Background: an optimization exercise with open tools, aiming at small area. Do not read the settings as production practice.
Where RTL was checked, it was by simulation tests only, not by an equivalence proof against the original.
For run 1, only the layout was checked, not whether the RTL still works.
Power is estimated from default activity; no workload was simulated.

==> flow/design.v <==
module design_5 #(parameter width = 8, parameter cwidth = 4)(
  input [width-1:0] OPA, OPB,
  input CLK, RST, CE, MODE, CIN,
  input [1:0] INP_VALID,
  input [cwidth-1:0] CMD,
  output [2*width:0] RES,
  output OFLOW,
  output COUT,
  output G,
  output L,
  output E,
  output ERR
);
  localparam [4:0] C_ZERO = 5'b00000;
  localparam [4:0] C_AND  = 5'b01000, C_NAND = 5'b00111, C_OR   = 5'b01110, C_NOR = 5'b00001;
  localparam [4:0] C_XOR  = 5'b00110, C_XNOR = 5'b01001, C_NOTA = 5'b00011, C_NOTB = 5'b00101;
  localparam [4:0] C_ADD  = 5'b10000, C_ADD1 = 5'b10001, C_SUB1 = 5'b10010, C_SUB  = 5'b10011;
  localparam [4:0] C_SADD = 5'b10100, C_SSUB = 5'b10111, C_IDA  = 5'b10110, C_IDB  = 5'b10101;
  localparam [4:0] C_IMUL = 5'b11000, C_SMUL = 5'b11001, C_SHB  = 5'b11010, C_CMP  = 5'b11011;
  localparam [4:0] C_ROL  = 5'b11100, C_ROR  = 5'b11101, C_SHA  = 5'b11110;
  reg [4:0] code;
  always @* begin
    code = C_ZERO;
    case ({INP_VALID, MODE, CMD})
      7'b11_1_0000: code = C_ADD;
      7'b11_1_0001: code = C_SUB;
      7'b11_1_0010: code = CIN ? C_ADD1 : C_ADD;
      7'b11_1_0011: code = CIN ? C_SUB1 : C_SUB;
      7'b11_1_1000: code = C_CMP;
      7'b11_1_1001: code = C_IMUL;
      7'b11_1_1010: code = C_SMUL;
      7'b11_1_1011: code = C_SADD;
      7'b11_1_1100: code = C_SSUB;
      7'b01_1_0100: code = C_IDA;
      7'b01_1_0101: code = C_IDA;
      7'b10_1_0110: code = C_IDB;
      7'b10_1_0111: code = C_IDB;
      7'b11_0_0000: code = C_AND;
      7'b11_0_0001: code = C_NAND;
      7'b11_0_0010: code = C_OR;
      7'b11_0_0011: code = C_NOR;
      7'b11_0_0100: code = C_XOR;
      7'b11_0_0101: code = C_XNOR;
      7'b11_0_1100: code = C_ROL;
      7'b11_0_1101: code = C_ROR;
      7'b01_0_0110: code = C_NOTA;
      7'b01_0_1000: code = C_SHA;
      7'b01_0_1001: code = C_SHA;
      7'b10_0_0111: code = C_NOTB;
      7'b10_0_1010: code = C_SHB;
      7'b10_0_1011: code = C_SHB;
      default:      code = C_ZERO;
    endcase
  end
  wire [7:0] a_in = {OPA[7:1], INP_VALID == 2'b10 ? CMD[0] : OPA[0]};
  wire [7:0] b_in = {OPB[7:1], INP_VALID == 2'b01 ? CMD[0] : OPB[0]};
  reg [7:0] A, B;
  reg [4:0] op;
  reg [17:0] s2;
  wire [17:0] enc;
  always @(posedge CLK or posedge RST) begin
    if (RST) begin
      A  <= 8'b0;
      B  <= 8'b0;
      op <= 5'b0;
      s2 <= 18'b0;
    end else if (CE) begin
      A  <= a_in;
      B  <= b_in;
      op <= code;
      s2 <= enc;
    end
  end
  wire o_add  = op == C_ADD,  o_add1 = op == C_ADD1, o_sub  = op == C_SUB,  o_sub1 = op == C_SUB1;
  wire o_sadd = op == C_SADD, o_ssub = op == C_SSUB, o_ida  = op == C_IDA,  o_idb  = op == C_IDB;
  wire o_imul = op == C_IMUL, o_smul = op == C_SMUL, o_shb  = op == C_SHB,  o_cmp  = op == C_CMP;
  wire o_rol  = op == C_ROL,  o_ror  = op == C_ROR,  o_sha  = op == C_SHA;
  wire fgrp   = ~op[4];
  wire sgn   = o_sadd | o_ssub;
  wire use_a = o_add | o_add1 | o_sub | o_sub1 | sgn | o_ida | o_imul;
  wire use_b = o_add | o_add1 | o_sub | o_sub1 | sgn | o_idb | o_imul;
  wire inv_b = o_sub | o_sub1 | o_ssub | (o_ida & B[0]);
  wire ones_a = o_idb & A[0];
  wire mul   = o_imul | o_smul;
  wire cin   = o_add1 | o_sub | o_ssub | (o_ida & ~B[0]) | (o_idb & ~A[0]) | o_imul;
  wire rot   = o_rol | o_ror;
  wire sa    = o_sha | rot;             
  wire shl   = (o_sha & B[0]) | (o_shb & A[0]);
  wire shr   = (o_sha & ~B[0]) | (o_shb & ~A[0]);
  wire [2:0] k = o_ror ? 3'd0 - B[2:0] : B[2:0];
  wire [7:0] oh;
  genvar gj;
  generate for (gj = 0; gj < 8; gj = gj + 1) begin : g_oh
    if (gj == 1)      assign oh[gj] = (rot & (k == gj)) | shl;
    else if (gj == 7) assign oh[gj] = (rot & (k == gj)) | shr;
    else              assign oh[gj] = rot & (k == gj);
  end endgenerate
  wire [8:0] U = ({sgn & A[7], A} & {9{use_a}}) | {9{ones_a}};
  wire [8:0] V = ({sgn & B[7], B} & {9{use_b}}) ^ {9{inv_b}};
  wire [7:0] X = (A & {8{mul | sa}}) | (oh & {8{o_shb}});
  wire [7:0] Y = (B & {8{mul | o_shb}}) | (oh & {8{sa}});
  wire [16:0] R;
  wire pp0_0 = X[0] & Y[0];
  wire pp0_1 = X[0] & Y[1];
  wire pp0_2 = X[0] & Y[2];
  wire pp0_3 = X[0] & Y[3];
  wire pp0_4 = X[0] & Y[4];
  wire pp0_5 = X[0] & Y[5];
  wire pp0_6 = X[0] & Y[6];
  wire pp0_7 = X[0] & Y[7];
  wire pp1_0 = X[1] & Y[0];
  wire pp1_1 = X[1] & Y[1];
  wire pp1_2 = X[1] & Y[2];
  wire pp1_3 = X[1] & Y[3];
  wire pp1_4 = X[1] & Y[4];
  wire pp1_5 = X[1] & Y[5];
  wire pp1_6 = X[1] & Y[6];
  wire pp1_7 = X[1] & Y[7];
  wire pp2_0 = X[2] & Y[0];
  wire pp2_1 = X[2] & Y[1];
  wire pp2_2 = X[2] & Y[2];
  wire pp2_3 = X[2] & Y[3];
  wire pp2_4 = X[2] & Y[4];
  wire pp2_5 = X[2] & Y[5];
  wire pp2_6 = X[2] & Y[6];
  wire pp2_7 = X[2] & Y[7];
  wire pp3_0 = X[3] & Y[0];
  wire pp3_1 = X[3] & Y[1];
  wire pp3_2 = X[3] & Y[2];
  wire pp3_3 = X[3] & Y[3];
  wire pp3_4 = X[3] & Y[4];
  wire pp3_5 = X[3] & Y[5];
  wire pp3_6 = X[3] & Y[6];
  wire pp3_7 = X[3] & Y[7];
  wire pp4_0 = X[4] & Y[0];
  wire pp4_1 = X[4] & Y[1];
  wire pp4_2 = X[4] & Y[2];
  wire pp4_3 = X[4] & Y[3];
  wire pp4_4 = X[4] & Y[4];
  wire pp4_5 = X[4] & Y[5];
  wire pp4_6 = X[4] & Y[6];
  wire pp4_7 = X[4] & Y[7];
  wire pp5_0 = X[5] & Y[0];
  wire pp5_1 = X[5] & Y[1];
  wire pp5_2 = X[5] & Y[2];
  wire pp5_3 = X[5] & Y[3];
  wire pp5_4 = X[5] & Y[4];
  wire pp5_5 = X[5] & Y[5];
  wire pp5_6 = X[5] & Y[6];
  wire pp5_7 = X[5] & Y[7];
  wire pp6_0 = X[6] & Y[0];
  wire pp6_1 = X[6] & Y[1];
  wire pp6_2 = X[6] & Y[2];
  wire pp6_3 = X[6] & Y[3];
  wire pp6_4 = X[6] & Y[4];
  wire pp6_5 = X[6] & Y[5];
  wire pp6_6 = X[6] & Y[6];
  wire pp6_7 = X[6] & Y[7];
  wire pp7_0 = X[7] & Y[0];
  wire pp7_1 = X[7] & Y[1];
  wire pp7_2 = X[7] & Y[2];
  wire pp7_3 = X[7] & Y[3];
  wire pp7_4 = X[7] & Y[4];
  wire pp7_5 = X[7] & Y[5];
  wire pp7_6 = X[7] & Y[6];
  wire pp7_7 = X[7] & Y[7];
  wire hs0, hc0;
  ha_cell u_h0 (.a(pp0_7), .b(pp1_6), .s(hs0), .co(hc0));
  wire hs1, hc1;
  ha_cell u_h1 (.a(pp1_7), .b(pp2_6), .s(hs1), .co(hc1));
  wire hs2, hc2;
  ha_cell u_h2 (.a(pp0_4), .b(pp1_3), .s(hs2), .co(hc2));
  wire fs3, fc3;
  fa_cell u_f3 (.a(pp0_5), .b(pp1_4), .c(pp2_3), .s(fs3), .co(fc3));
  wire hs4, hc4;
  ha_cell u_h4 (.a(pp3_2), .b(pp4_1), .s(hs4), .co(hc4));
  wire fs5, fc5;
  fa_cell u_f5 (.a(pp0_6), .b(pp1_5), .c(pp2_4), .s(fs5), .co(fc5));
  wire fs6, fc6;
  fa_cell u_f6 (.a(pp3_3), .b(pp4_2), .c(pp5_1), .s(fs6), .co(fc6));
  wire hs7, hc7;
  ha_cell u_h7 (.a(pp6_0), .b(U[6]), .s(hs7), .co(hc7));
  wire fs8, fc8;
  fa_cell u_f8 (.a(hs0), .b(pp2_5), .c(pp3_4), .s(fs8), .co(fc8));
  wire fs9, fc9;
  fa_cell u_f9 (.a(pp4_3), .b(pp5_2), .c(pp6_1), .s(fs9), .co(fc9));
  wire fs10, fc10;
  fa_cell u_f10 (.a(pp7_0), .b(U[7]), .c(V[7]), .s(fs10), .co(fc10));
  wire fs11, fc11;
  fa_cell u_f11 (.a(hs1), .b(pp3_5), .c(pp4_4), .s(fs11), .co(fc11));
  wire fs12, fc12;
  fa_cell u_f12 (.a(pp5_3), .b(pp6_2), .c(pp7_1), .s(fs12), .co(fc12));
  wire fs13, fc13;
  fa_cell u_f13 (.a(U[8]), .b(V[8]), .c(hc0), .s(fs13), .co(fc13));
  wire fs14, fc14;
  fa_cell u_f14 (.a(pp2_7), .b(pp3_6), .c(pp4_5), .s(fs14), .co(fc14));
  wire fs15, fc15;
  fa_cell u_f15 (.a(pp5_4), .b(pp6_3), .c(pp7_2), .s(fs15), .co(fc15));
  wire hs16, hc16;
  ha_cell u_h16 (.a(pp3_7), .b(pp4_6), .s(hs16), .co(hc16));
  wire hs17, hc17;
  ha_cell u_h17 (.a(pp0_2), .b(pp1_1), .s(hs17), .co(hc17));
  wire fs18, fc18;
  fa_cell u_f18 (.a(pp0_3), .b(pp1_2), .c(pp2_1), .s(fs18), .co(fc18));
  wire hs19, hc19;
  ha_cell u_h19 (.a(pp3_0), .b(U[3]), .s(hs19), .co(hc19));
  wire fs20, fc20;
  fa_cell u_f20 (.a(hs2), .b(pp2_2), .c(pp3_1), .s(fs20), .co(fc20));
  wire fs21, fc21;
  fa_cell u_f21 (.a(pp4_0), .b(U[4]), .c(V[4]), .s(fs21), .co(fc21));
  wire fs22, fc22;
  fa_cell u_f22 (.a(fs3), .b(hs4), .c(pp5_0), .s(fs22), .co(fc22));
  wire fs23, fc23;
  fa_cell u_f23 (.a(U[5]), .b(V[5]), .c(hc2), .s(fs23), .co(fc23));
  wire fs24, fc24;
  fa_cell u_f24 (.a(fs5), .b(fs6), .c(hs7), .s(fs24), .co(fc24));
  wire fs25, fc25;
  fa_cell u_f25 (.a(V[6]), .b(fc3), .c(hc4), .s(fs25), .co(fc25));
  wire fs26, fc26;
  fa_cell u_f26 (.a(fs8), .b(fs9), .c(fs10), .s(fs26), .co(fc26));
  wire fs27, fc27;
  fa_cell u_f27 (.a(fc5), .b(fc6), .c(hc7), .s(fs27), .co(fc27));
  wire fs28, fc28;
  fa_cell u_f28 (.a(fs11), .b(fs12), .c(fs13), .s(fs28), .co(fc28));
  wire fs29, fc29;
  fa_cell u_f29 (.a(fc8), .b(fc9), .c(fc10), .s(fs29), .co(fc29));
  wire fs30, fc30;
  fa_cell u_f30 (.a(fs14), .b(fs15), .c(hc1), .s(fs30), .co(fc30));
  wire fs31, fc31;
  fa_cell u_f31 (.a(fc11), .b(fc12), .c(fc13), .s(fs31), .co(fc31));
  wire fs32, fc32;
  fa_cell u_f32 (.a(hs16), .b(pp5_5), .c(pp6_4), .s(fs32), .co(fc32));
  wire fs33, fc33;
  fa_cell u_f33 (.a(pp7_3), .b(fc14), .c(fc15), .s(fs33), .co(fc33));
  wire fs34, fc34;
  fa_cell u_f34 (.a(pp4_7), .b(pp5_6), .c(pp6_5), .s(fs34), .co(fc34));
  wire hs35, hc35;
  ha_cell u_h35 (.a(pp7_4), .b(hc16), .s(hs35), .co(hc35));
  wire hs36, hc36;
  ha_cell u_h36 (.a(pp5_7), .b(pp6_6), .s(hs36), .co(hc36));
  wire hs37, hc37;
  ha_cell u_h37 (.a(pp0_0), .b(U[0]), .s(hs37), .co(hc37));
  wire fs38, fc38;
  fa_cell u_f38 (.a(pp0_1), .b(pp1_0), .c(U[1]), .s(fs38), .co(fc38));
  wire fs39, fc39;
  fa_cell u_f39 (.a(hs17), .b(pp2_0), .c(U[2]), .s(fs39), .co(fc39));
  wire fs40, fc40;
  fa_cell u_f40 (.a(fs18), .b(hs19), .c(V[3]), .s(fs40), .co(fc40));
  wire fs41, fc41;
  fa_cell u_f41 (.a(fs20), .b(fs21), .c(fc18), .s(fs41), .co(fc41));
  wire fs42, fc42;
  fa_cell u_f42 (.a(fs22), .b(fs23), .c(fc20), .s(fs42), .co(fc42));
  wire fs43, fc43;
  fa_cell u_f43 (.a(fs24), .b(fs25), .c(fc22), .s(fs43), .co(fc43));
  wire fs44, fc44;
  fa_cell u_f44 (.a(fs26), .b(fs27), .c(fc24), .s(fs44), .co(fc44));
  wire fs45, fc45;
  fa_cell u_f45 (.a(fs28), .b(fs29), .c(fc26), .s(fs45), .co(fc45));
  wire fs46, fc46;
  fa_cell u_f46 (.a(fs30), .b(fs31), .c(fc28), .s(fs46), .co(fc46));
  wire fs47, fc47;
  fa_cell u_f47 (.a(fs32), .b(fs33), .c(fc30), .s(fs47), .co(fc47));
  wire fs48, fc48;
  fa_cell u_f48 (.a(fs34), .b(hs35), .c(fc32), .s(fs48), .co(fc48));
  wire fs49, fc49;
  fa_cell u_f49 (.a(hs36), .b(pp7_5), .c(fc34), .s(fs49), .co(fc49));
  wire hs50, hc50;
  ha_cell u_h50 (.a(pp6_7), .b(pp7_6), .s(hs50), .co(hc50));
  wire hs51, hc51;
  ha_cell u_h51 (.a(hs37), .b(V[0]), .s(hs51), .co(hc51));
  wire fs52, fc52;
  fa_cell u_f52 (.a(fs38), .b(V[1]), .c(hc37), .s(fs52), .co(fc52));
  wire fs53, fc53;
  fa_cell u_f53 (.a(fs39), .b(V[2]), .c(fc38), .s(fs53), .co(fc53));
  wire fs54, fc54;
  fa_cell u_f54 (.a(fs40), .b(hc17), .c(fc39), .s(fs54), .co(fc54));
  wire fs55, fc55;
  fa_cell u_f55 (.a(fs41), .b(hc19), .c(fc40), .s(fs55), .co(fc55));
  wire fs56, fc56;
  fa_cell u_f56 (.a(fs42), .b(fc21), .c(fc41), .s(fs56), .co(fc56));
  wire fs57, fc57;
  fa_cell u_f57 (.a(fs43), .b(fc23), .c(fc42), .s(fs57), .co(fc57));
  wire fs58, fc58;
  fa_cell u_f58 (.a(fs44), .b(fc25), .c(fc43), .s(fs58), .co(fc58));
  wire fs59, fc59;
  fa_cell u_f59 (.a(fs45), .b(fc27), .c(fc44), .s(fs59), .co(fc59));
  wire fs60, fc60;
  fa_cell u_f60 (.a(fs46), .b(fc29), .c(fc45), .s(fs60), .co(fc60));
  wire fs61, fc61;
  fa_cell u_f61 (.a(fs47), .b(fc31), .c(fc46), .s(fs61), .co(fc61));
  wire fs62, fc62;
  fa_cell u_f62 (.a(fs48), .b(fc33), .c(fc47), .s(fs62), .co(fc62));
  wire fs63, fc63;
  fa_cell u_f63 (.a(fs49), .b(hc35), .c(fc48), .s(fs63), .co(fc63));
  wire fs64, fc64;
  fa_cell u_f64 (.a(hs50), .b(hc36), .c(fc49), .s(fs64), .co(fc64));
  wire hs65, hc65;
  ha_cell u_h65 (.a(pp7_7), .b(hc50), .s(hs65), .co(hc65));
  wire hs66, hc66;
  ha_cell u_h66 (.a(hs51), .b(cin), .s(hs66), .co(hc66));
  assign R[0] = hs66;
  wire fs67, fc67;
  fa_cell u_f67 (.a(fs52), .b(hc51), .c(hc66), .s(fs67), .co(fc67));
  assign R[1] = fs67;
  wire fs68, fc68;
  fa_cell u_f68 (.a(fs53), .b(fc52), .c(fc67), .s(fs68), .co(fc68));
  assign R[2] = fs68;
  wire fs69, fc69;
  fa_cell u_f69 (.a(fs54), .b(fc53), .c(fc68), .s(fs69), .co(fc69));
  assign R[3] = fs69;
  wire fs70, fc70;
  fa_cell u_f70 (.a(fs55), .b(fc54), .c(fc69), .s(fs70), .co(fc70));
  assign R[4] = fs70;
  wire fs71, fc71;
  fa_cell u_f71 (.a(fs56), .b(fc55), .c(fc70), .s(fs71), .co(fc71));
  assign R[5] = fs71;
  wire fs72, fc72;
  fa_cell u_f72 (.a(fs57), .b(fc56), .c(fc71), .s(fs72), .co(fc72));
  assign R[6] = fs72;
  wire fs73, fc73;
  fa_cell u_f73 (.a(fs58), .b(fc57), .c(fc72), .s(fs73), .co(fc73));
  assign R[7] = fs73;
  wire fs74, fc74;
  fa_cell u_f74 (.a(fs59), .b(fc58), .c(fc73), .s(fs74), .co(fc74));
  assign R[8] = fs74;
  wire fs75, fc75;
  fa_cell u_f75 (.a(fs60), .b(fc59), .c(fc74), .s(fs75), .co(fc75));
  assign R[9] = fs75;
  wire fs76, fc76;
  fa_cell u_f76 (.a(fs61), .b(fc60), .c(fc75), .s(fs76), .co(fc76));
  assign R[10] = fs76;
  wire fs77, fc77;
  fa_cell u_f77 (.a(fs62), .b(fc61), .c(fc76), .s(fs77), .co(fc77));
  assign R[11] = fs77;
  wire fs78, fc78;
  fa_cell u_f78 (.a(fs63), .b(fc62), .c(fc77), .s(fs78), .co(fc78));
  assign R[12] = fs78;
  wire fs79, fc79;
  fa_cell u_f79 (.a(fs64), .b(fc63), .c(fc78), .s(fs79), .co(fc79));
  assign R[13] = fs79;
  wire fs80, fc80;
  fa_cell u_f80 (.a(hs65), .b(fc64), .c(fc79), .s(fs80), .co(fc80));
  assign R[14] = fs80;
  wire hs81, hc81;
  ha_cell u_h81 (.a(hc65), .b(fc80), .s(hs81), .co(hc81));
  assign R[15] = hs81;
  assign R[16] = hc81;
  wire [7:0] ca = {A[7] ^ sgn, A[6:0]};
  wire [7:0] cb = {B[7] ^ sgn, B[6:0]};
  reg gt;
  integer ci;
  always @* begin
    gt = 1'b0;
    for (ci = 0; ci < 8; ci = ci + 1)
      gt = (ca[ci] ^ cb[ci]) ? ca[ci] : gt;
  end
  wire eq = A == B;
  wire lt = ~gt & ~eq;
  reg [7:0] f2;
  integer i;
  always @* for (i = 0; i < 8; i = i + 1) f2[i] = fgrp & op[{A[i], B[i]}];
  wire arith9 = o_add | o_add1 | o_sub | o_sub1 | sgn | o_ida | o_idb;
  wire lo_en  = arith9 | rot | shl;
  wire hi_en  = rot | shr;
  wire sx     = o_sub | o_sub1 | sgn | (o_ida & B[0]) | (o_idb & A[0]);
  wire cf     = o_add | o_add1 | sgn;
  wire [8:0] val = ({R[8] & arith9, R[7:0] & {8{lo_en}}}) | {1'b0, R[15:8] & {8{hi_en}}} | {1'b0, f2};
  wire f_of = ((o_sub | o_sub1) & lt)
            | (o_sadd & (A[7] == B[7]) & (R[7] != A[7]))
            | (o_ssub & (A[7] != B[7]) & (R[7] != A[7]));
  wire cmpop = o_cmp | sgn;
  wire f_e = cmpop & eq;
  wire f_l = cmpop & lt;
  wire f_g = cmpop & gt;
  wire f_err = rot & (|B[7:3]);
  assign enc = mul ? {1'b1, o_imul ? R[16:0] : {R[15:0], 1'b0}}
                   : {1'b0, cf, 1'b0, f_err, f_e, f_l, f_g, f_of, sx, val};
  wire m = s2[17];
  wire sext = s2[8] & s2[9];
  assign RES   = {m ? s2[16:9] : {8{sext}}, s2[8:0]};
  assign COUT  = s2[16] & (m | s2[8]);
  assign OFLOW = ~m & s2[10];
  assign G     = ~m & s2[11];
  assign L     = ~m & s2[12];
  assign E     = ~m & s2[13];
  assign ERR   = ~m & s2[14];
endmodule
module fa_cell(input a, input b, input c, output s, output co);
  assign s = a ^ b ^ c;
  assign co = (a & b) | (c & (a ^ b));
endmodule
module ha_cell(input a, input b, output s, output co);
  assign s = a ^ b;
  assign co = a & b;
endmodule
==> flow/run.sh <==
#!/bin/bash
# synth_recipe.tcl (not shown) runs the flow's synth.tcl, then flattens the netlist and writes it again
# the make line also repeats each setting of config.mk as NAME=value (left out here)
make -C /OpenROAD-flow-scripts/flow DESIGN_CONFIG=/design/flow/config.mk WORK_HOME=/design/flow/orfs CLKGATE_MAP_FILE= SYNTH_SCRIPT=/design/flow/synth_recipe.tcl finish
==> flow/config.mk <==
export PLATFORM = sky130hd
export DESIGN_NAME = design_5
export DESIGN_NICKNAME = design_5
export VERILOG_FILES = /design/flow/design.v
export SDC_FILE = /design/flow/constraint.sdc
export NUM_CORES = 4
export LEC_CHECK = 0
export ABC_AREA = 1
export CAP_MARGIN = 20
export CORE_MARGIN = 2
export CORE_UTILIZATION = 40
export SLEW_MARGIN = 20
export SYNTH_HIERARCHICAL = 1
export SYNTH_MINIMUM_KEEP_SIZE = 0
==> flow/constraint.sdc <==
create_clock -name core_clock -period 8.0 [get_ports {CLK}]
set_input_delay 1.6000 -clock core_clock [delete_from_list [all_inputs] [get_ports {CLK}]]
set_output_delay 1.6000 -clock core_clock [all_outputs]
set_load 0.01 [all_outputs]
==> results of run 1 <==
-- synthesized netlist by cell type, drive strengths merged, types with 3 or more instances --
cell type / count
a21oi: 60
a22oi: 4
a31oi: 7
buf: 12
clkbuf: 16
dfrtp: 39
fa: 66
ha: 21
inv: 68
nand2: 148
nand3: 28
nand4: 7
nor2: 111
nor3: 6
o21ai: 71
o221ai: 3
o22ai: 7
xnor2: 8
xor2: 3
-- final timing paths --
kind                                      endpoint  slack [ps]  cells after the start
worst min-delay path             s2[4]$_DFFE_PP0P_         480                      2
worst min register to register   s2[4]$_DFFE_PP0P_         480                      2
worst max register to register  s2[16]$_DFFE_PP0P_         -70                     28
max in group asynchronous         B[5]$_DFFE_PP0P_        5920                      3
worst max-delay path            s2[16]$_DFFE_PP0P_         -70                     28
min in group asynchronous       s2[17]$_DFFE_PP0P_        1730                      3
-- modules after synthesis (local to each module, per instance) --
module    copies in the design  flip-flops and latches
fa_cell                     66                       0
ha_cell                     16                       0
design_5                     1                      39
-- sequential cells by signal, indices dropped and copies added (netlist names) --
signal / flops
A: 8
op: 5
B: 8
s2: 18
-- area by class of cell --
cell class	instances	area, um^2	share of cell area (%)
timing repair buffer	134	1120	16.6
clock inverter	2	35.0	0.517
sequential	39	976	14.4
inverter	69	264	3.90
tap	172	215	3.18
clock buffer	6	139	2.05
multi-input combinational	564	4020	59.3
-- per-stage QoR --
stage | utilization [%] | setup TNS [ps] | instances
6_report | 53.4 | -118 | 986
4_1_cts | 52.8 | -107 | 984
3_5_place_dp | 50.8 | -636 | 972
2_1_floorplan | - | -129 | 700
5_1_grt | 53.4 | -983 | 986
3_3_place_gp | 50.8 | -427 | 972
-- cells by family after synthesis --
family | count (synthesis) | share of synthesized area [%]
xor+xnor | 11 | 1.85
fa+ha+maj | 87 | 30.4
simple gates | 302 | 23.4
flops | 39 | 18.7
mux | 3 | 0.599
compound gates | 161 | 17.3
buf+inv | 97 | 7.79
-- report_power, final --
part | total [uW] | switching, uW | internal, uW | leakage [uW]
logic | 284 | 162 | 121 | 0.00271
registers | 239 | 20.4 | 219 | 0.000492
clock network | 233 | 78.0 | 155 | 0.0000868
total | 756 | 261 | 495 | 0.00329
-- worst max-delay path, delay by kind of cell (launching register included) --
family	cells	cell delay [ps]
buffers and inverters	2	110
adders and majority gates	18	6410
AOI/OAI and AO/OA	5	800
and+or+nand+nor	3	240
DFF	1	410
-- routing by layer --
layer  part of all wire [%]  routed length, um  up-vias
met4                    2.1                355        0
met1                     45               7630     2528
li1                       -                  -     2514
met3                    5.9                998       29
met5                      0                  0        -
met2                     47               7920      171
-- repair_timing --
| action | CTS | global route |
|---|---|---|
| buffers inserted | 4 | 2 |
| gates resized for setup | 10 | 18 |
| cloned | 0 | 0 |
| pin swaps | 5 | 8 |
| setup endpoints to repair | 3 | 5 |
==> impl_metrics.env, run 1 <==
export IMPL_rows=41
export IMPL_use_met3_pct=4.05
export IMPL_cts_buffer_depth=2
export IMPL_top_usage_layer="met2"
export IMPL_clock_sinks=39
export IMPL_h_tree_depth=2
export IMPL_finalCriticalPeriod_ps=8070
export IMPL_syn2layout_area_growth_pct=29.7
export IMPL_worstMarginPinSlew_ps=889
export IMPL_total_leakage_power_uw=0.00329
export IMPL_dp_final_hpwl_mm=14.0
export IMPL_drt_initial_drc_count=409
export IMPL_cts_reportedPaths_clkPinSlew_ps=60
export IMPL_holdCritPathClass="flip-flop to flip-flop"
export IMPL_die_w_um=118
export IMPL_hp_start="s2[4]$_DFFE_PP0P_"
export IMPL_ys_warn_count=7
export IMPL_finalInstanceArea_um2=6770
export IMPL_critPathLaunchType="flip-flop"
export IMPL_async_flop_share_pct=100
export IMPL_synth_edf_count=0
export IMPL_grt_pass1_vias=5257
export IMPL_wl_per_cell_um=17.1
export IMPL_critical_path_required_ps=8170
export IMPL_hold_ws_ps=476
export IMPL_hold_viol_final=0
export IMPL_grt_max_degree=58
export IMPL_period_share_pct=101
export IMPL_drive_above_1_share_pct=19.8
export IMPL_n_antenna_cell=0
export IMPL_cts_tree="yes"
export IMPL_design_core_area_um2=12700
export IMPL_synth_area_um2=5220
export IMPL_drc_errors=0
export IMPL_yosysTopAreaCellShare_pct=25.3
export IMPL_use_met2_pct=39.5
export IMPL_rsz0062_at_grt="yes"
export IMPL_ys_flop_type="dfrtp_1"
export IMPL_viasPerCell=5.32
export IMPL_critPathMostFrequentCell="fa_2"
export IMPL_overflow=0
export IMPL_syn_nets=814
export IMPL_gr_usage_all_layers_pct=24.3
export IMPL_slew_viol_final=0
export IMPL_final_common_cell="nand2_1"
export IMPL_final_cell_mix="nand2_1, nor2_1, buf_4, inv_1, o21ai_0"
export IMPL_timing_rr_start="B[0]$_DFFE_PP0P_"
export IMPL_vias=5242
export IMPL_setup_violations=2
export IMPL_p_total_uw=756
export IMPL_place_area_um2=6430
export IMPL_ir_drop_mv=0.104
export IMPL_grt_pass1_wl_mm=27.1
export IMPL_synth_seq_cells=39
export IMPL_final_setup_worst_slack_ps=-68.4
export IMPL_yosys_top_cells_area="fa_1, dfrtp_1, nand2_1"
export IMPL_worst_setup_path_type="flip-flop to flip-flop"
export IMPL_cp_end_kind="flip-flop"
export IMPL_finClkSkew_ps=1.58
export IMPL_slowest_stage="fa_1"
export IMPL_io_pins=50
export IMPL_so_faults="setup timing"
export IMPL_wl_mm=16.9
export IMPL_fillers=1231
export IMPL_arrival_ps=8240
export IMPL_die_h_um=118
export IMPL_gp_congestion=0.933
export IMPL_synth_area_leader_cell="fa_1"
export IMPL_maxCapViolations=0
export IMPL_use_met1_pct=33.7
export IMPL_critPathMaxStageDelay_ps=470
export IMPL_synth_seq_area_share_pct=18.7
export IMPL_fin_nets=927
export IMPL_syn_avg_cell_area_um2=7.46
export IMPL_slew_headroom_pct=40.7
export IMPL_worst_path_max_fanout=4
export IMPL_dr_pass1_iters=5
export IMPL_powerDensity_nw_per_um2=112
export IMPL_cts_buffers=5
export IMPL_outcome="complete, but fails checks"
export IMPL_start_util_pct=41.2
export IMPL_pre_cts_ws_ps=-288
export IMPL_grt_antenna_before_repair=0
export IMPL_synth_cells=700
export IMPL_fp_dieArea_um2=14000
export IMPL_portBuffers=49
export IMPL_ant_nets=0
export IMPL_hold_buffers=0
export IMPL_insertion_delay_ps=290
export IMPL_fmax_mhz=124
export IMPL_root_buffer="clkbuf_16"
export IMPL_ys_types=41
export IMPL_critPathLaunch="B[0]$_DFFE_PP0P_"
==> run 2: changes to the inputs <==
--- a/flow/design.v
+++ b/flow/design.v
@@ -17,7 +17,7 @@
   localparam [4:0] C_ADD  = 5'b10000, C_ADD1 = 5'b10001, C_SUB1 = 5'b10010, C_SUB  = 5'b10011;
   localparam [4:0] C_SADD = 5'b10100, C_SSUB = 5'b10111, C_IDA  = 5'b10110, C_IDB  = 5'b10101;
   localparam [4:0] C_IMUL = 5'b11000, C_SMUL = 5'b11001, C_SHB  = 5'b11010, C_CMP  = 5'b11011;
-  localparam [4:0] C_ROL  = 5'b11100, C_ROR  = 5'b11101, C_SHA  = 5'b11110;
+  localparam [4:0] C_ROT  = 5'b11100, C_SHA  = 5'b11110;
   reg [4:0] code;
   always @* begin
     code = C_ZERO;
@@ -41,8 +41,8 @@
       7'b11_0_0011: code = C_NOR;
       7'b11_0_0100: code = C_XOR;
       7'b11_0_0101: code = C_XNOR;
-      7'b11_0_1100: code = C_ROL;
-      7'b11_0_1101: code = C_ROR;
+      7'b11_0_1100: code = C_ROT;
+      7'b11_0_1101: code = C_ROT;
       7'b01_0_0110: code = C_NOTA;
       7'b01_0_1000: code = C_SHA;
       7'b01_0_1001: code = C_SHA;
@@ -53,17 +53,19 @@
     endcase
   end
   wire [7:0] a_in = {OPA[7:1], INP_VALID == 2'b10 ? CMD[0] : OPA[0]};
-  wire [7:0] b_in = {OPB[7:1], INP_VALID == 2'b01 ? CMD[0] : OPB[0]};
+  wire ror_in = {INP_VALID, MODE, CMD} == 7'b11_0_1101;
+  wire [7:0] b_in = {OPB[7:3], OPB[2] ^ (ror_in & (OPB[1] | OPB[0])), OPB[1] ^ (ror_in & OPB[0]),
+                     INP_VALID == 2'b01 ? CMD[0] : OPB[0]};
   reg [7:0] A, B;
   reg [4:0] op;
-  reg [17:0] s2;
-  wire [17:0] enc;
+  reg [18:0] s2;
+  wire [18:0] enc;
   always @(posedge CLK or posedge RST) begin
     if (RST) begin
       A  <= 8'b0;
       B  <= 8'b0;
       op <= 5'b0;
-      s2 <= 18'b0;
+      s2 <= 19'b0;
     end else if (CE) begin
       A  <= a_in;
       B  <= b_in;
@@ -74,7 +76,7 @@
   wire o_add  = op == C_ADD,  o_add1 = op == C_ADD1, o_sub  = op == C_SUB,  o_sub1 = op == C_SUB1;
   wire o_sadd = op == C_SADD, o_ssub = op == C_SSUB, o_ida  = op == C_IDA,  o_idb  = op == C_IDB;
   wire o_imul = op == C_IMUL, o_smul = op == C_SMUL, o_shb  = op == C_SHB,  o_cmp  = op == C_CMP;
-  wire o_rol  = op == C_ROL,  o_ror  = op == C_ROR,  o_sha  = op == C_SHA;
+  wire o_rot  = op == C_ROT,  o_sha  = op == C_SHA;
   wire fgrp   = ~op[4];
   wire sgn   = o_sadd | o_ssub;
   wire use_a = o_add | o_add1 | o_sub | o_sub1 | sgn | o_ida | o_imul;
@@ -83,11 +85,11 @@
   wire ones_a = o_idb & A[0];
   wire mul   = o_imul | o_smul;
   wire cin   = o_add1 | o_sub | o_ssub | (o_ida & ~B[0]) | (o_idb & ~A[0]) | o_imul;
-  wire rot   = o_rol | o_ror;
+  wire rot   = o_rot;
   wire sa    = o_sha | rot;             
   wire shl   = (o_sha & B[0]) | (o_shb & A[0]);
   wire shr   = (o_sha & ~B[0]) | (o_shb & ~A[0]);
-  wire [2:0] k = o_ror ? 3'd0 - B[2:0] : B[2:0];
+  wire [2:0] k = B[2:0];
   wire [7:0] oh;
   genvar gj;
   generate for (gj = 0; gj < 8; gj = gj + 1) begin : g_oh
@@ -99,7 +101,9 @@
   wire [8:0] V = ({sgn & B[7], B} & {9{use_b}}) ^ {9{inv_b}};
   wire [7:0] X = (A & {8{mul | sa}}) | (oh & {8{o_shb}});
   wire [7:0] Y = (B & {8{mul | o_shb}}) | (oh & {8{sa}});
-  wire [16:0] R;
+  wire [16:0] R;      
+  wire c_split;
+  wire r8 = R[8] ^ c_split;
   wire pp0_0 = X[0] & Y[0];
   wire pp0_1 = X[0] & Y[1];
   wire pp0_2 = X[0] & Y[2];
@@ -320,11 +324,12 @@
   wire fs73, fc73;
   fa_cell u_f73 (.a(fs58), .b(fc57), .c(fc72), .s(fs73), .co(fc73));
   assign R[7] = fs73;
-  wire fs74, fc74;
-  fa_cell u_f74 (.a(fs59), .b(fc58), .c(fc73), .s(fs74), .co(fc74));
-  assign R[8] = fs74;
+  assign c_split = fc73;
+  wire hs74, hc74;
+  ha_cell u_h74 (.a(fs59), .b(fc58), .s(hs74), .co(hc74));
+  assign R[8] = hs74;
   wire fs75, fc75;
-  fa_cell u_f75 (.a(fs60), .b(fc59), .c(fc74), .s(fs75), .co(fc75));
+  fa_cell u_f75 (.a(fs60), .b(fc59), .c(hc74), .s(fs75), .co(fc75));
   assign R[9] = fs75;
   wire fs76, fc76;
   fa_cell u_f76 (.a(fs61), .b(fc60), .c(fc75), .s(fs76), .co(fc76));
@@ -364,7 +369,7 @@
   wire hi_en  = rot | shr;
   wire sx     = o_sub | o_sub1 | sgn | (o_ida & B[0]) | (o_idb & A[0]);
   wire cf     = o_add | o_add1 | sgn;
-  wire [8:0] val = ({R[8] & arith9, R[7:0] & {8{lo_en}}}) | {1'b0, R[15:8] & {8{hi_en}}} | {1'b0, f2};
+  wire [8:0] val = ({r8 & arith9, R[7:0] & {8{lo_en}}}) | {1'b0, R[15:8] & {8{hi_en}}} | {1'b0, f2};
   wire f_of = ((o_sub | o_sub1) & lt)
             | (o_sadd & (A[7] == B[7]) & (R[7] != A[7]))
             | (o_ssub & (A[7] != B[7]) & (R[7] != A[7]));
@@ -373,12 +378,14 @@
   wire f_l = cmpop & lt;
   wire f_g = cmpop & gt;
   wire f_err = rot & (|B[7:3]);
-  assign enc = mul ? {1'b1, o_imul ? R[16:0] : {R[15:0], 1'b0}}
-                   : {1'b0, cf, 1'b0, f_err, f_e, f_l, f_g, f_of, sx, val};
-  wire m = s2[17];
+  assign enc = mul ? (o_imul ? {1'b1, R[8] & c_split, R[16:9], r8, R[7:0]}
+                             : {1'b1, c_split, R[15:8], R[7:0], 1'b0})
+                   : {2'b00, cf, 1'b0, f_err, f_e, f_l, f_g, f_of, sx, val};
+  wire m = s2[18];
   wire sext = s2[8] & s2[9];
-  assign RES   = {m ? s2[16:9] : {8{sext}}, s2[8:0]};
-  assign COUT  = s2[16] & (m | s2[8]);
+  wire [7:0] hi = s2[16:9] + s2[17];
+  assign RES   = {m ? hi : {8{sext}}, s2[8:0]};
+  assign COUT  = m ? hi[7] : s2[16] & s2[8];
   assign OFLOW = ~m & s2[10];
   assign G     = ~m & s2[11];
   assign L     = ~m & s2[12];
==> run 2 against run 1 <==
Effect of this change:
- the run now finishes clean
- die area is 5.6% higher
- clock-buffer cell count is 1 lower
- first-iteration DRC count is 2.0% lower
- sequential power is 5% higher
- cell count is 0.51% lower
- fmax is 5.7% higher
- final area is 6.8% lower
- setup slack better by 430 ps
- sequential cell count is 1 higher
- clock skew is 4.8 ps higher
- largest cell class unchanged
- largest power group is now registers
==> impl_metrics.env, run 2 <==
export IMPL_grt_pass1_wl_mm=27.6
export IMPL_vias=5392
export IMPL_grt_pass1_vias=5258
export IMPL_gr_usage_all_layers_pct=24.0
export IMPL_worst_path_max_fanout=14
export IMPL_async_flop_share_pct=100
export IMPL_worstMarginPinSlew_ps=874
export IMPL_drt_initial_drc_count=401
export IMPL_clkPwrFrac_pct=33.0
export IMPL_portBuffers=49
export IMPL_largest_register="s2"
export IMPL_io_pins=50
export IMPL_rows=42
export IMPL_maxCapViolations=0
export IMPL_overflow=0
export IMPL_post_route_util_pct=47.3
export IMPL_die_h_um=121
export IMPL_cts_tree="yes"
export IMPL_gp_congestion=1.04
export IMPL_synthTopCellsByCount="nand2_1, nor2_1, o21ai_0, inv_1, fa_1"
export IMPL_final_common_cell="nand2_1"
export IMPL_design_core_area_um2=13300
export IMPL_drive_above_1_share_pct=5.22
export IMPL_cts_buffer_depth=2
export IMPL_dp_cells=973
export IMPL_dp_final_hpwl_mm=14.0
export IMPL_syn_nets=884
export IMPL_p_sw_uw=246
export IMPL_arrival_ps=7810
export IMPL_slew_headroom_pct=41.5
export IMPL_fin_nets=918
export IMPL_synth_seq_cells=40
export IMPL_fmax_mhz=131
export IMPL_n_antenna_cell=0
export IMPL_finalCriticalPeriod_ps=7640
export IMPL_syn_avg_cell_area_um2=7.17
export IMPL_critical_path_required_ps=8180
export IMPL_p_seq_share_pct=35.9
export IMPL_critPathLaunchType="flip-flop"
export IMPL_drc_errors=0
export IMPL_powerDensity_nw_per_um2=111
export IMPL_final_cells=981
export IMPL_hold_viol_final=0
export IMPL_dr_pass1_iters=5
export IMPL_wl_mm=16.9
export IMPL_slew_viol_final=0
export IMPL_syn2layout_area_growth_pct=14.4
export IMPL_die_w_um=121
export IMPL_yosysMostFrequentCell="nand2_1"
export IMPL_top_regs="s2 (19), A (8), B (8)"
export IMPL_h_tree_depth=2
export IMPL_place_area_um2=6130
export IMPL_wl_per_cell_um=17.2
export IMPL_cts_buffers=5
export IMPL_rsz0062_at_grt="no"
export IMPL_ant_nets=0
export IMPL_p_int_uw=452
export IMPL_final_cell_mix="nand2_1, nor2_1, o21ai_0, inv_1, fa_1"
export IMPL_synth_seq_area_share_pct=18.1
export IMPL_outcome="timing/DRC/antenna clean"
export IMPL_largest_reg_flops=19
export IMPL_netSwitchingFraction_pct=35.3
export IMPL_synth_edf_count=0
export IMPL_period_share_pct=95.4
export IMPL_grt_max_degree=46
export IMPL_ys_warn_count=7
export IMPL_synth_cells=770
export IMPL_cp_end_kind="flip-flop"
export IMPL_finalInstanceArea_um2=6310
export IMPL_finClkSkew_ps=6.41
export IMPL_holdCritPathClass="flip-flop to flip-flop"
export IMPL_ys_flop_type="dfrtp_1"
export IMPL_ys_types=40
export IMPL_start_util_pct=41.3
export IMPL_grt_antenna_before_repair=0
export IMPL_ir_drop_mv=0.0837
export IMPL_p_total_uw=699
export IMPL_synth_area_leader_cell="fa_1"
export IMPL_yosys_top_cells_area="fa_1, dfrtp_1, nand2_1"
export IMPL_final_setup_tns_ps=0
export IMPL_insertion_delay_ps=290
export IMPL_combPwrFrac_pct=31.1
export IMPL_cts_reportedPaths_clkPinSlew_ps=60
export IMPL_hold_buffers=0
export IMPL_setup_violations=0
export IMPL_worst_setup_path_type="flip-flop to flip-flop"
export IMPL_fp_dieArea_um2=14800
export IMPL_root_buffer="clkbuf_16"
export IMPL_synth_area_um2=5520
export IMPL_clock_sinks=40
export IMPL_total_leakage_power_uw=0.00308
export IMPL_yosysTopAreaCellShare_pct=23.6
export IMPL_viasPerCell=5.50
[run 2: cell count changes after synthesis, sizes merged, moves of 5 or more]
cell	previous run	this run
o31ai	0	6
nand2	148	188
xor2	3	10
xnor2	8	1
nand4	7	12
nor3	6	14
buf	12	20
nand3	28	33
nor2	111	120
a31oi	7	2
[run 2: layout make-up]
class                      instances  area (um^2)
clock inverter                     3         42.5
multi-input combinational        624         4080
tap                              176          220
timing repair buffer              60          573
sequential                        40         1000
fill                            1380         7040
clock buffer                       5          125
inverter                          73          274
[run 2: power by group through the flow]
stage          combinational [uW]  sequential (uW)  clock, uW
4_1_cts                       216              250        235
3_3_place_gp                  213              253          0
2_1_floorplan                 150              238          0
6_report                      217              251        231
5_1_grt                       242              254        245
3_5_place_dp                  215              253          0
[run 2: Yosys stat by module, one instance, submodules excluded]
module / flip-flops and latches / area (um^2) / cells
ha_cell: 0 / 12.5 / 1
design_5: 40 / 4010 / 688
fa_cell: 0 / 20.0 / 1
[run 2: per-layer routing]
layer / global-route usage (%) / routed length (um) / vias to the layer above
li1: - / - / 2570
met1: 35.1 / 7670 / 2590
met2: 38.1 / 7840 / 208
met3: 2.82 / 976 / 24
met4: 6.03 / 401 / 0
met5: 0 / 0 / -
[run 2: through the flow]
step	hold WS, ps	setup WS [ps]
5_1_grt	514	38.0
2_1_floorplan	450	1120
6_report	483	365
3_3_place_gp	470	498
4_1_cts	488	315
3_5_place_dp	471	353
[run 2: path summary, 6_finish.rpt]
check | end | cells past startpoint | slack [ps] | start
setup reg to reg | s2[7]$_DFFE_PP0P_ | 24 | 360 | op[1]$_DFFE_PP0P_
hold / removal | s2[0]$_DFFE_PP0P_ | 2 | 480 | s2[0]$_DFFE_PP0P_
hold reg to reg | s2[0]$_DFFE_PP0P_ | 2 | 480 | s2[0]$_DFFE_PP0P_
min in group asynchronous | op[0]$_DFFE_PP0P_ | 3 | 1750 | RST
setup / recovery | s2[7]$_DFFE_PP0P_ | 24 | 360 | op[1]$_DFFE_PP0P_
max in group asynchronous | s2[8]$_DFFE_PP0P_ | 3 | 5900 | RST
[run 2: kinds of logic (layout without fill, tap and decap cells)]
family / Yosys count / in the layout / synth area share, %
XOR/XNOR: 11 / 11 / 1.75
adder cells (fa/ha/maj): 87 / 87 / 28.6
buffers and inverters: 106 / 141 / 8.23
AO/OA/AOI/OAI: 156 / 156 / 15.5
flip-flops: 40 / 40 / 18.1
AND/OR/NAND/NOR: 370 / 370 / 27.9
[run 2: critical path, cell delays in order, from the launching register on]
cell	delay, ps
dfrtp_1	680
nor2_2	130
nand2_2	100
nor2_4	50
nor2_1	120
nand2_1	220
a21boi_2	450
a21oi_1	90
ha_1	350
fa_1	510
fa_1	520
fa_1	530
fa_1	500
ha_1	220
fa_1	370
fa_1	380
fa_1	390
fa_1	390
fa_1	450
fa_1	400
ha_1	320
a21oi_1	170
nand2_1	70
nand2_1	60
nand2_1	50
[run 2: repair_timing]
action | CTS | global route
hold endpoints to repair | 0 | 0
resized for setup | 0 | 3
buffers inserted | 0 | 0
setup endpoints to repair | 0 | 2

## what the ideal ports hide
How much do the figures lean on ideal ports? The routed layouts below were timed once more, with nothing changed but the port constraints.
Step 1, drivers: a clkbuf_16 drives CLK and a buf_2 each remaining input, both assumed.
Step 2 also shifts input and output timing later by t, the mid clock arrival at the registers, as if the neighbouring blocks saw the same clock.
Three values: ideal ports, drivers, drivers and shift; two values: the first two.
run	t (ns)	setup slack, ns	latest minus earliest clock arrival (ns)	slew at the worst register clock pin (ns)
run 1	0.322	-0.068 / -0.068 / -0.068	0.001 / 0.001	0.06 / 0.06
run 2	0.326	0.365 / 0.365 / 0.365	0.006 / 0.007	0.06 / 0.06
